This design comes from an exercise in tuning for small area on the open sky130 flow, not from production work. In this exercise RTL edits were held to simulation tests only and were not proved equivalent to the original. Power figures rest on the tool's default switching activity, not on a simulated workload.

==> quartz <==
## Bluetooth
module Bluetooth(input clk, input rst, input rx, output r, output [7:0] leds1);
reg [12:0] dc;
wire cap = (dc == 13'd5213);
always @(posedge clk)
	if (rst) dc <= 13'd3475;
	else if (cap) dc <= 13'd0;
	else dc <= dc + 13'd1;
reg [3:0] ph;
reg [7:0] sr;
reg [7:0] leds;
always @(posedge clk)
	if (cap) sr <= {rx, sr[7:1]};
always @(posedge clk)
	if (rst) begin
		ph <= 4'd0;
		leds <= 8'd0;
	end else if (cap) begin
		if (ph == 4'd0) begin
			if (!rx) ph <= 4'd1;
		end else if (ph == 4'd10)
			ph <= 4'd0;
		else
			ph <= ph + 4'd1;
		if (ph == 4'd9) leds <= sr;
	end
assign leds1 = leds;
reg [9:0] tc;
wire tick = (tc == 10'd654);
always @(posedge clk)
	if (rst || tick) tc <= 10'd0;
	else tc <= tc + 10'd1;
localparam [127:0] TU0 = 128'h00000002a2aa88a222222a8aa888a220; localparam [127:0] TU1 = 128'h00000002a2aa88a2222222a2aa88a220; localparam [127:0] TU2 = 128'h00000002a2aa88a222228a8aa288a220; localparam [127:0] TU3 = 128'h00000002a2aa88a22222a8aa888a2220; 
wire hit = (leds == 8'd49) || (leds == 8'd50) || (leds == 8'd51) || (leds == 8'd112);
wire [1:0] nidx = {(leds == 8'd50) || (leds == 8'd112), (leds == 8'd51) || (leds == 8'd112)};
reg valid;
reg [1:0] idx;
reg [6:0] m;
reg [5:0] s;
wire changed = hit && (!valid || idx != nidx);
wire idle = (m == 7'd0) && (s == 6'd40);
always @(posedge clk)
	if (rst) begin
  ...
==> module Bluetooth, before the edit <==
module Bluetooth(input clk, input rst, input rx, output r, output [7:0] leds1);
reg [12:0] dc;
wire cap = (dc == 13'd5213);
always @(posedge clk)
	if (rst) dc <= 13'd3475;
	else if (cap) dc <= 13'd0;
	else dc <= dc + 13'd1;
reg [3:0] ph;
reg [7:0] sr;
reg [7:0] leds;
always @(posedge clk)
	if (cap) sr <= {rx, sr[7:1]};
always @(posedge clk)
	if (rst) begin
		ph <= 4'd0;
		leds <= 8'd0;
	end else if (cap) begin
		if (ph == 4'd0) begin
			if (!rx) ph <= 4'd1;
		end else if (ph == 4'd10)
			ph <= 4'd0;
		else
			ph <= ph + 4'd1;
		if (ph == 4'd9) leds <= sr;
	end
assign leds1 = leds;
reg [9:0] tc;
wire tick = (tc == 10'd654);
always @(posedge clk)
	if (rst || tick) tc <= 10'd0;
	else tc <= tc + 10'd1;
localparam [127:0] TU0 = 128'h00000002a2aa88a222222a8aa888a220; localparam [127:0] TU1 = 128'h00000002a2aa88a2222222a2aa88a220; localparam [127:0] TU2 = 128'h00000002a2aa88a222228a8aa288a220; localparam [127:0] TU3 = 128'h00000002a2aa88a22222a8aa888a2220; 
wire hit = (leds == 8'd49) || (leds == 8'd50) || (leds == 8'd51) || (leds == 8'd112);
wire [1:0] nidx = {(leds == 8'd50) || (leds == 8'd112), (leds == 8'd51) || (leds == 8'd112)};
reg valid;
reg [1:0] idx;
reg [6:0] m;
reg [5:0] s;
wire changed = hit && (!valid || idx != nidx);
wire idle = (m == 7'd0) && (s == 6'd40);
always @(posedge clk)
	if (rst) begin
		valid <= 1'b0;
		m <= 7'd123;
		s <= 6'd7;
	end else if (tick) begin
		if (hit) begin
			valid <= 1'b1;
			idx <= nidx;
		end
		if (idle) begin
			if (changed) begin
				m <= 7'd123;
				s <= 6'd6;
			end
		end else if (s == 6'd0) begin
			s <= 6'd41;
			m <= m - 7'd1;
		end else
			s <= s - 6'd1;
	end
wire [127:0] tu = idx == 2'd0 ? TU0 : idx == 2'd1 ? TU1 : idx == 2'd2 ? TU2 : TU3;
wire lead = ((m > 7'd106 && m < 7'd122) || (m == 7'd106 && s >= 6'd9) || (m == 7'd122 && s <= 6'd17))
            && s[0] && (s[1] == m[0]);
wire nec = tu[m] && s[1:0] == 2'd1;
wire tail = (m == 7'd1) && s[1:0] == 2'd2;
assign r = valid && (lead || nec || tail);
endmodule
export LEC_CHECK = 0
export CAP_MARGIN = 35
export CORE_MARGIN = 2
export CORE_UTILIZATION = 40
export SLEW_MARGIN = 20
create_clock -name core_clock -period 20.0 [get_ports {clk}]
run.sh (not shown) runs the stock make flow with config.mk's settings and CLKGATE_MAP_FILE= SYNTH_SCRIPT=/design/flow/synth_recipe.tcl, a recipe that flattens the netlist after the stock synthesis.
==> cedar (differences from quartz) <==
==> flow/design.v (replaced) <==
module Bluetooth(input clk, input rst, input rx, output r, output [7:0] leds1);
reg [12:0] dc;
wire cap = ((dc & 13'b1011100111111) == (13'b1010011000111 & 13'b1011100111111));
always @(posedge clk)
	if (rst) dc <= 13'b0101011011011;
	else dc <= {~dc[11:0], dc[12] ^ dc[6] ^ cap};
reg [3:0] ph;
reg [7:0] sr;
reg [7:0] leds;
always @(posedge clk)
	if (cap) sr <= {rx, sr[7:1]};
wire ph_idle = (ph == 4'd12);
always @(posedge clk)
	if (rst) begin
		ph <= 4'd12;
		leds <= 8'd0;
	end else if (cap) begin
		if (!(ph_idle && rx))
			ph <= {~ph[2:0], ph[3] ^ ph[0] ^ ph_idle};
		if (ph == 4'd3) leds <= sr;
	end
assign leds1 = leds;
reg [9:0] tc;
wire tick = ((tc & 10'b1011011011) == (10'b0100111010 & 10'b1011011011));
always @(posedge clk)
	if (rst) tc <= 10'b0110001011;
	else tc <= {~tc[8:0], ~(tc[9] ^ tc[3] ^ tc[6]) ^ tick};
function f_fs(input [7:0] a);
	case (a)
	2, 4, 6, 7, 9, 11, 13, 14, 15, 16, 17, 19, 20, 21, 22, 24, 26, 28, 30, 32, 34, 35, 37, 39, 40, 41, 42, 43, 44, 46, 47, 48, 66, 68, 70, 71, 73, 75, 76, 77, 78, 79, 80, 82, 83, 84, 86, 88, 90, 92, 94, 96, 98, 99, 101, 103, 104, 105, 106, 107, 108, 110, 111, 112, 130, 132, 134, 135, 137, 139, 140, 142, 143, 144, 145, 147, 148, 149, 151, 152, 154, 156, 158, 160, 162, 163, 165, 167, 168, 169, 170, 171, 172, 174, 175, 176, 194, 196, 198, 200, 201, 203, 205, 207, 208, 209, 210, 211, 213, 214, 215, 216, 218, 220, 222, 224, 226, 227, 229, 231, 232, 233, 234, 235, 236, 238, 239, 240: f_fs = 1'b1;
	default: f_fs = 1'b0;
	endcase
endfunction
wire hit = (leds == 8'd49) || (leds == 8'd50) || (leds == 8'd51) || (leds == 8'd112);
wire [1:0] nidx = {(leds == 8'd50) || (leds == 8'd112), (leds == 8'd51) || (leds == 8'd112)};
reg valid;
reg [1:0] idx;
reg [5:0] pm;
reg [4:0] qa;
reg [1:0] pb;
wire changed = hit && (!valid || idx != nidx);
wire pm0 = (pm == 6'd0);
wire qa_is10 = !qa[4] && !qa[2] && !qa[0];      
wire idle = pm0 && qa_is10 && !pb[1] && !pb[0];
wire pm61 = pm[5] && pm[4] && pm[3] && pm[2] && pm[0];
wire pm53 = pm == 6'd53;
wire lead_mid = pm[5] && pm[4] && (pm[3] ? !(pm[2] && pm[0]) : (pm[2] && pm[1]));
wire qaz = (qa == 5'd0);
wire pbz = !pb[1] && !pb[0];
wire dn = tick && !idle;
wire ld = tick && idle && changed;
wire eq = dn && pbz;
always @(posedge clk) begin
	pb[0] <= rst || (pb[0] ^ dn);
	pb[1] <= !rst && (pb[1] ^ (dn && !pb[0]));
	if (rst || ld) begin
		qa <= 5'd12;
		pm <= 6'd61;
	end else if (eq) begin
		qa <= qaz ? 5'd20 : qa - 5'd1;
		if (qaz) pm <= pm - 6'd1;
	end
	if (rst) valid <= 1'b0;
	else if (tick && hit) valid <= 1'b1;
	if (tick && hit) idx <= nidx;
end
wire nec = pb == 2'd3 && (qa[4] || (qa[3] && (qa[2] || qa[1]))) && f_fs({idx, pm});
wire lead = pb == 2'd1 && ((pm53 && (qa[4] || qa[3] || qa[2] || qa[1])) || lead_mid || (pm61 && !qa[4] && !(qa[2] && (qa[1] || qa[0])) && !qa[3]));
wire tail = pb == 2'd0 && pm0 && !qa_is10;
assign r = valid && (nec || lead || tail);
endmodule
==> comparison table <==
| item | quartz | cedar |
|---|---|---|
| Result of the run | complete, no violations | complete, no violations |
| Fraction of area in registers | 35.64% | 41.85% |
| Instance count of the mapped netlist | 359 | 272 |
| Final worst-path setup slack | 13.17 ns | 12.95 ns |
| Worst voltage drop across the vdd grid | 0.00004610 V | 0.00003867 V |
| Routed length on met3 | 185 um | 145 um |
| Crit. Startpoint | idx[0] | pm[0] |
| GRT Util Overall | 16.26% | 15.09% |
| Highest net fanout along the worst path | 9 | 10 |
| Routed met1 length | 3398 um | 2520 um |
| Average instance area after synthesis | 8.891 um^2 | 10.04 um^2 |
| Initial cell density of the core | 41.31% | 40.88% |
| Tap cell count | 102 | 80 |
| Final GP Congestion | 0.8534 | 0.7892 |
| CTS clock-pin slew for the worst setup and hold paths | 0.08 ns | 0.07 ns |
| Vias post-DR | 2473 | 1945 |
| GR peak layer | met1 | met2 |
| Logic pwr share | 2.5% | 2.0% |

[separate check: timing with driven ports]
The flow's constraints put no driver on any port. The routed layouts listed below were extracted and timed again, unchanged, in two steps.
Step 1: set_driving_cell puts a clkbuf_16 on clk and a buf_2 on each other input, an assumption about the parent block.
Step 2 times the ports against the registers' clock, not the clock port: input delays grow and output delays shrink by t, the midpoint of the rising clock arrivals with the driver on.
Slacks: ideal / step 1 / step 2; pairs: ideal / step 1.
| run | t, ns | slack for setup (ns) | hold slack, ns |
|---|---|---|---|
| quartz | 0.355 | 13.169 / 13.142 / 13.497 | 0.443 / 0.443 / 0.443 |
| cedar | 0.362 | 12.945 / 12.916 / 13.278 | 0.378 / 0.378 / 0.378 |
After both steps every run listed still meets setup and hold.
